Context: an optimization exercise on an open-source flow, tuned for small area, a short achievable clock period and few clock cycles per item. The choices shown serve that exercise and are no tape-out recipe.
Only simulation tests tie the RTL to the original design; equivalence was not proved.
Power and IR drop assume default switching activity.

[design/flow/run.sh]
#!/bin/bash
# synth_recipe.tcl (not shown) runs the flow's synth.tcl, then flattens the netlist and writes it again
# the make line also repeats each setting of config.mk as NAME=value (left out here)
make -C /OpenROAD-flow-scripts/flow DESIGN_CONFIG=/design/flow/config.mk WORK_HOME=/design/flow/orfs CLKGATE_MAP_FILE= SYNTH_SCRIPT=/design/flow/synth_recipe.tcl finish
[design/flow/config.mk]
export PLATFORM = sky130hd
export DESIGN_NAME = Fibonacci
export DESIGN_NICKNAME = Fibonacci
export VERILOG_FILES = /design/flow/design.v
export SDC_FILE = /design/flow/constraint.sdc
export NUM_CORES = 4
export LEC_CHECK = 0
export CAP_MARGIN = 20
export CORE_MARGIN = 2
export CORE_UTILIZATION = 40
export SLEW_MARGIN = 20
[design/flow/constraint.sdc]
create_clock -name core_clock -period 4.0 [get_ports {CLK}]
set_input_delay 0.8000 -clock core_clock [delete_from_list [all_inputs] [get_ports {CLK}]]
set_output_delay 0.8000 -clock core_clock [all_outputs]
set_load 0.01 [all_outputs]
[design/flow/design.v]
module Adder#(BITS=32, CLKS=3'd0)(
    input CLK,
    input RST,
    input [BITS-1:0]A, B,
    input IEA, IEB,
    output reg [BITS-1:0]Y,
    output reg OE);
    reg [BITS-1:0]a, b;
    reg [2:0]cnt;		 
    localparam [2:0] StINIT=3'd0, StA=3'd1, StB=3'd2, StAB=3'd3, StOE=3'd4;
    reg [2:0]state;
    always @ (posedge CLK) begin
      if (RST) begin
        state<=StINIT;
        OE<=0;
        cnt<=0;
      end else
        case (state)
            StINIT: begin
                cnt<=CLKS;
                OE<=0;
                if (IEA && !IEB) begin
                    a<=A; state<=StA;
                end
                if (!IEA && IEB) begin
                    b<=B; state<=StB;
                end
                if (IEA && IEB) begin
                    a<=A; b<=B; state<=StAB;
                end
            end
            StA: begin
                if (IEB) begin
                    b<=B; state<=StAB;
                end
            end
            StB: begin
                if (IEA) begin
                    a<=A; state<=StAB;
                end
            end
            StAB: begin
                Y<=a+b;
                if (cnt)
                    cnt<=(cnt-3'b1);
                else
                    state<=StOE;
            end
            StOE: begin
                OE<=1;
                if (OE && !IEA && !IEB)
                    state<=StINIT;
            end
            default: state<=StINIT;
        endcase
    end
endmodule
module Counter#(BITS=32, CLKS=3'd1)(
    input CLK,
    input RST,
    input [BITS-1:0]INP,         
    input IE,
    output reg [BITS-1:0]OUT,    
    output reg OE,
    input DECR,		 
    input [BITS-1:0]STOP,	 
    input CE,		 
    output reg INIT, DONE);
   localparam one=BITS'(1);	 
   reg [2:0]cnt;		 
   localparam StTEST=1'b0, StWAIT=1'b1;
   reg state;
   always @ (posedge CLK) begin
      if (RST) begin
	 cnt<=0;
	 INIT<=0;
	 DONE<=1;
	 OE<=0;
	 state<=StTEST;
      end else if (IE) begin
	 cnt<=CLKS;
	 INIT<=1;
	 DONE<=0;
	 OUT<=INP;
	 OE<=0;
	 state<=StTEST;
      end else if (!DONE)
	case (state)
	  StTEST: begin
	     if (DECR ? (OUT<STOP || &OUT) : (OUT>STOP)) begin
		DONE<=1;
		OE<=0;
	     end else begin
		OE<=1;
		if (CE) begin
		   INIT<=0;
		   state<=StWAIT;
		end
	     end
	  end
	  StWAIT: begin
	     if (cnt && CE)
	       cnt<=(cnt-3'b1);
	     else
	       OE<=0;
	     if (!CE) begin
		OUT<=(DECR ? OUT-one : OUT+one);
		state<=StTEST;
	     end
	  end
	endcase
   end
endmodule
module Store#(BITS=32, FIRST=0)(
    input CLK,
    input RST,
    input [BITS-1:0]INP,
    output reg [BITS-1:0]OUT,
    input IE,
    output reg OE,
    input INIT);
   reg ie;
   always @ (posedge CLK) begin
      if (RST) begin
	 OE<=0;
	 ie<=0;
      end else begin
      if (IE && !ie) begin
	 OUT<=(INIT ? FIRST : INP);
	 OE<=1;
	 ie<=1;
      end
      if (!IE && ie) begin
	 OE<=0;
	 ie<=0;
      end
      end
   end
endmodule
module Fibonacci#(BITS=32)(
    input CLK,
    input RST,
    input      [BITS-1:0]INP, input      IE,
    output [BITS-1:0]OUT, output OE);
    wire [BITS-1:0]add_out, sto1_out;
    wire ctr_init, ctr_oe, sto1_oe, sto2_oe, add_oe;
    localparam false=1'b0;
    localparam true=1'b1;
    localparam zero=BITS'(0);
    localparam one=BITS'(1);
    Counter#(.BITS(BITS)) ctr(
        .CLK(CLK),
        .RST(RST),
        .INP(INP),
        .IE(IE),
        .OUT(),          
        .OE(ctr_oe),
        .DECR(true),     
        .STOP(zero),     
        .CE(add_oe),
        .INIT(ctr_init),
        .DONE(OE)
    );
    Adder#(.BITS(BITS)) add(
        .CLK(CLK),
        .RST(RST),
        .A(OUT),
        .IEA(sto2_oe),
        .B(sto1_out),
        .IEB(sto1_oe),
        .Y(add_out),
        .OE(add_oe)
    );
    Store#(.BITS(BITS), .FIRST(one)) sto1(
        .CLK(CLK),
        .RST(RST),
        .INP(add_out),
        .IE(ctr_oe),
        .OUT(sto1_out),
        .OE(sto1_oe),
        .INIT(ctr_init)
    );
    Store#(.BITS(BITS), .FIRST(zero)) sto2(
        .CLK(CLK),
        .RST(RST),
        .INP(sto1_out),
        .IE(ctr_oe),
        .OUT(OUT),
        .OE(sto2_oe),
        .INIT(ctr_init)
    );
endmodule
==> run notes <==
## stage by stage
step                      hold WS, ns  total power [uW]  std cells  setup slack, ns  utilization (%)
after floorplan                 0.418              2700        759           0.0617                -
after global placement          0.423              2810       1125             1.12             45.2
after detailed placement        0.426              2810       1125             1.05             45.2
after CTS                       0.440              5120       1169             1.04             48.8
after global routing            0.452              5250       1169            0.820             48.8
final                           0.438              5060       1169             1.04             48.8
## final cells by class
cell class | instances | area, um^2 | area share (%)
clock buffer | 29 | 641 | 5.58
clock inverter | 15 | 201 | 1.75
inverter | 23 | 86.3 | 0.752
multi-input combinational | 498 | 3330 | 29.0
sequential | 208 | 6090 | 53.0
tap | 319 | 399 | 3.47
timing repair buffer | 77 | 741 | 6.45
## worst max-delay path: stages (launching register included)
cell,delay (ns)
edfxtp_1,0.36
ha_1,0.24
fa_1,0.47
a21oi_1,0.21
o221ai_1,0.22
a31oi_1,0.32
o21ai_0,0.24
a21boi_0,0.35
o21ai_0,0.15
xor2_1,0.16
## kinds of logic after synthesis
group | after synthesis | synth area share [%]
multiplexers | 3 | 0.326
AO/OA/AOI/OAI | 146 | 9.27
AND/OR/NAND/NOR | 245 | 13.4
flip-flops | 208 | 63.4
adder cells (fa/ha/maj) | 41 | 5.42
XOR/XNOR | 63 | 5.75
buffers and inverters | 53 | 2.46
## flip-flops by register name (all words and copies together) (netlist names), 32 cells and up
name and flops:
add.Y 32, add.a 32, add.b 32, ctr.OUT 32, sto1.OUT 32, sto2.OUT 32
## per-layer routing
layer	wire, um	GRT usage, %
met2	8340	23.4
met3	576	2.34
met5	0	0
met1	9010	20.9
met4	357	3.35
## power breakdown
part           switching [uW]  internal (uW)
registers                38.4           2430
logic                     166            130
clock network             832           1460
## cells in the mapped netlist, types with 3 or more instances
| library cell | n | share of area (%) |
|---|---|---|
| o21ai_0 | 49 | 2.6 |
| o21ai_1 | 3 | 0.16 |
| nor3_1 | 17 | 0.89 |
| or3_1 | 3 | 0.20 |
| or3_2 | 3 | 0.23 |
| nor2b_1 | 65 | 4.2 |
| inv_1 | 23 | 0.90 |
| or2_2 | 3 | 0.20 |
| nand4_1 | 16 | 1.0 |
| nand2b_1 | 4 | 0.26 |
| o21bai_1 | 3 | 0.23 |
| nand3_1 | 6 | 0.31 |
| nor4_1 | 12 | 0.78 |
| edfxtp_1 | 192 | 60 |
| a21o_1 | 10 | 0.78 |
| xor2_1 | 23 | 2.1 |
| dfxtp_1 | 16 | 3.3 |
| nand2_1 | 64 | 2.5 |
| nor2_1 | 38 | 1.5 |
| clkbuf_1 | 26 | 1.0 |
| clkbuf_8 | 3 | 0.43 |
| and3_1 | 3 | 0.20 |
| o21a_1 | 9 | 0.70 |
| or4_4 | 3 | 0.35 |
| a31oi_1 | 5 | 0.33 |
| o211ai_1 | 8 | 0.63 |
| o221ai_1 | 3 | 0.27 |
| ha_1 | 40 | 5.2 |
| xnor2_1 | 40 | 3.6 |
| a211oi_1 | 4 | 0.31 |
| a21oi_1 | 37 | 1.9 |
## worst min-delay path by stage
stage                       startpoint   endpoint  cells past startpoint
after global routing       sto1.OUT[3]   add.b[3]                      0
after CTS                 sto1.OUT[23]  add.b[23]                      0
after floorplan            sto1.OUT[0]   add.b[0]                      0
final                     sto1.OUT[20]  add.b[20]                      0
after detailed placement   sto1.OUT[5]   add.b[5]                      0
after global placement    sto1.OUT[19]  add.b[19]                      0
## layout by cell type (no fill, tap or decap), drive strengths merged, types with 2 or more instances in the layout
cell type / n
edfxtp: 192
clkdlybuf4s50: 66
nor2b: 65
nand2: 64
o21ai: 52
xnor2: 40
ha: 40
nor2: 38
a21oi: 37
clkbuf: 29
inv: 23
xor2: 23
nor3: 18
nand4: 16
dfxtp: 16
nor4: 12
buf: 11
a21o: 10
o21a: 9
clkinv: 9
o211ai: 8
or3: 7
nand3: 6
or4: 6
a31oi: 5
bufinv: 5
a211oi: 4
nand2b: 4
and3: 3
o221ai: 3
o21bai: 3
or2: 3
a41oi: 2
o31a: 2
a221oi: 2
mux2i: 2
a2111oi: 2
==> impl_metrics.env <==
export IMPL_clkTransAtPathRegs_ns=0.06
export IMPL_grt_pass1_vias=5824
export IMPL_grt_pass1_wl_um=29900
export IMPL_final_cell_area_um2=11500
export IMPL_cts_repair_resized=0
export IMPL_wl_um=18300
export IMPL_drtIter0Drc=344
export IMPL_worstSetupStartpointType="flop"
export IMPL_synth_edff_count=192
export IMPL_slew_violations=0
export IMPL_r2r_start="add.b[0]"
export IMPL_gp_congestion=0.807
export IMPL_synth_seq_cells=208
export IMPL_io_buffers=67
export IMPL_nets=908
export IMPL_setup_tns_final_ns=0
export IMPL_root_buffer="clkbuf_16"
export IMPL_routedWlPerCell_um=15.6
export IMPL_clock_sinks=208
export IMPL_track_usage_pct=14.5
export IMPL_cts_hold_repair_buffers=0
export IMPL_antenna_found_initial=0
export IMPL_rows=56
export IMPL_p_leak_uw=0.00394
export IMPL_fp_dieW_um=159
export IMPL_ys_seq_area_share_pct=63.4
export IMPL_setup_viol=0
export IMPL_power_density_nw_per_um2=440
export IMPL_start_util_pct=40.8
export IMPL_cts_buffers=24
export IMPL_drive_gt1_share_pct=8.00
export IMPL_crit_path_end_kind="flop"
export IMPL_postCtsSetupBuffers=0
export IMPL_synth_cell_area_um2=9600
export IMPL_rsz0062_at_grt="no"
export IMPL_cp_arrival_ns=3.21
export IMPL_max_slew_margin_pct=53.0
export IMPL_synth_cell_types=53
export IMPL_h_tree_depth=1
export IMPL_syn_nets=835
export IMPL_die_y_um=159
export IMPL_antenna_cells=0
export IMPL_crit_path_max_fanout=3
export IMPL_worstSetupPathType="flop to flop"
export IMPL_dieArea_um2=25300
export IMPL_grt_max_degree=64
export IMPL_finalHoldViolations=0
export IMPL_min_path_type="flop to flop"
export IMPL_coreArea_um2=23500
export IMPL_reg2reg_slack_ns=1.04
export IMPL_worstPathRequired_ns=4.25
export IMPL_finalCritPeriodShare_pct=74.0
export IMPL_synth_cells=759
export IMPL_ys_warn_count=4
export IMPL_viasPerCell=5.03
export IMPL_endpoint="add.Y[18]"
export IMPL_clk_path_buf_depth=3
export IMPL_nFillCells=2103
export IMPL_antenna_left=0
export IMPL_fmax_ghz=0.338
export IMPL_min_period_ns=2.96
export IMPL_hpwl_um=12100
export IMPL_ir_worst_vdd_mv=0.268
export IMPL_fin_worst_skew_ns=0.00894
export IMPL_clkLatencyLatePin_ns=0.50
export IMPL_reg2reg_depth=9
export IMPL_placed_area_um2=10600
export IMPL_synthArstFlopShare_pct=0
export IMPL_cp_startpoint="add.b[0]"
export IMPL_dr_pass1_iters=4
export IMPL_drc=0
export IMPL_r2r_end="add.Y[18]"
export IMPL_drv_cap=0
export IMPL_overflow=0
export IMPL_ys_flop_type="edfxtp_1"
export IMPL_num_vias=5881
export IMPL_pin_count=68
export IMPL_tightestPinTransition_ns=0.706
export IMPL_cts_tree="built"
export IMPL_avgSynthCellArea_um2=12.7
export IMPL_area_delta_synth_final_pct=19.6
export IMPL_status="no timing/DRC/antenna violations"
Testbench counts, summed over its fixed seeds: cycles 1,044,579, items 384.

what the ideal ports hide:
The results above use ideal ports. As a check the final layout listed here was re-extracted and re-timed, cells and wires unchanged. Step 1: set_driving_cell puts a clkbuf_16 on CLK and a buf_2 on each other input, an assumption about the parent block. Step 2, shift: input delay + t, output delay - t, t = (earliest + latest rising clock arrival at the registers) / 2. This alone moves slack from input paths to output paths. a / b / c = ideal ports / drivers / drivers and shift; a / b = the first two.
t, ns: 0.543
setup slack, ns: 1.038 / 1.038 / 1.038
worst register clock-pin slew, ns: 0.06 / 0.06
After both steps setup and hold are still met in this run. The setup slack of this run moves by 0.000 ns with the drivers and by 0.000 ns with both steps.
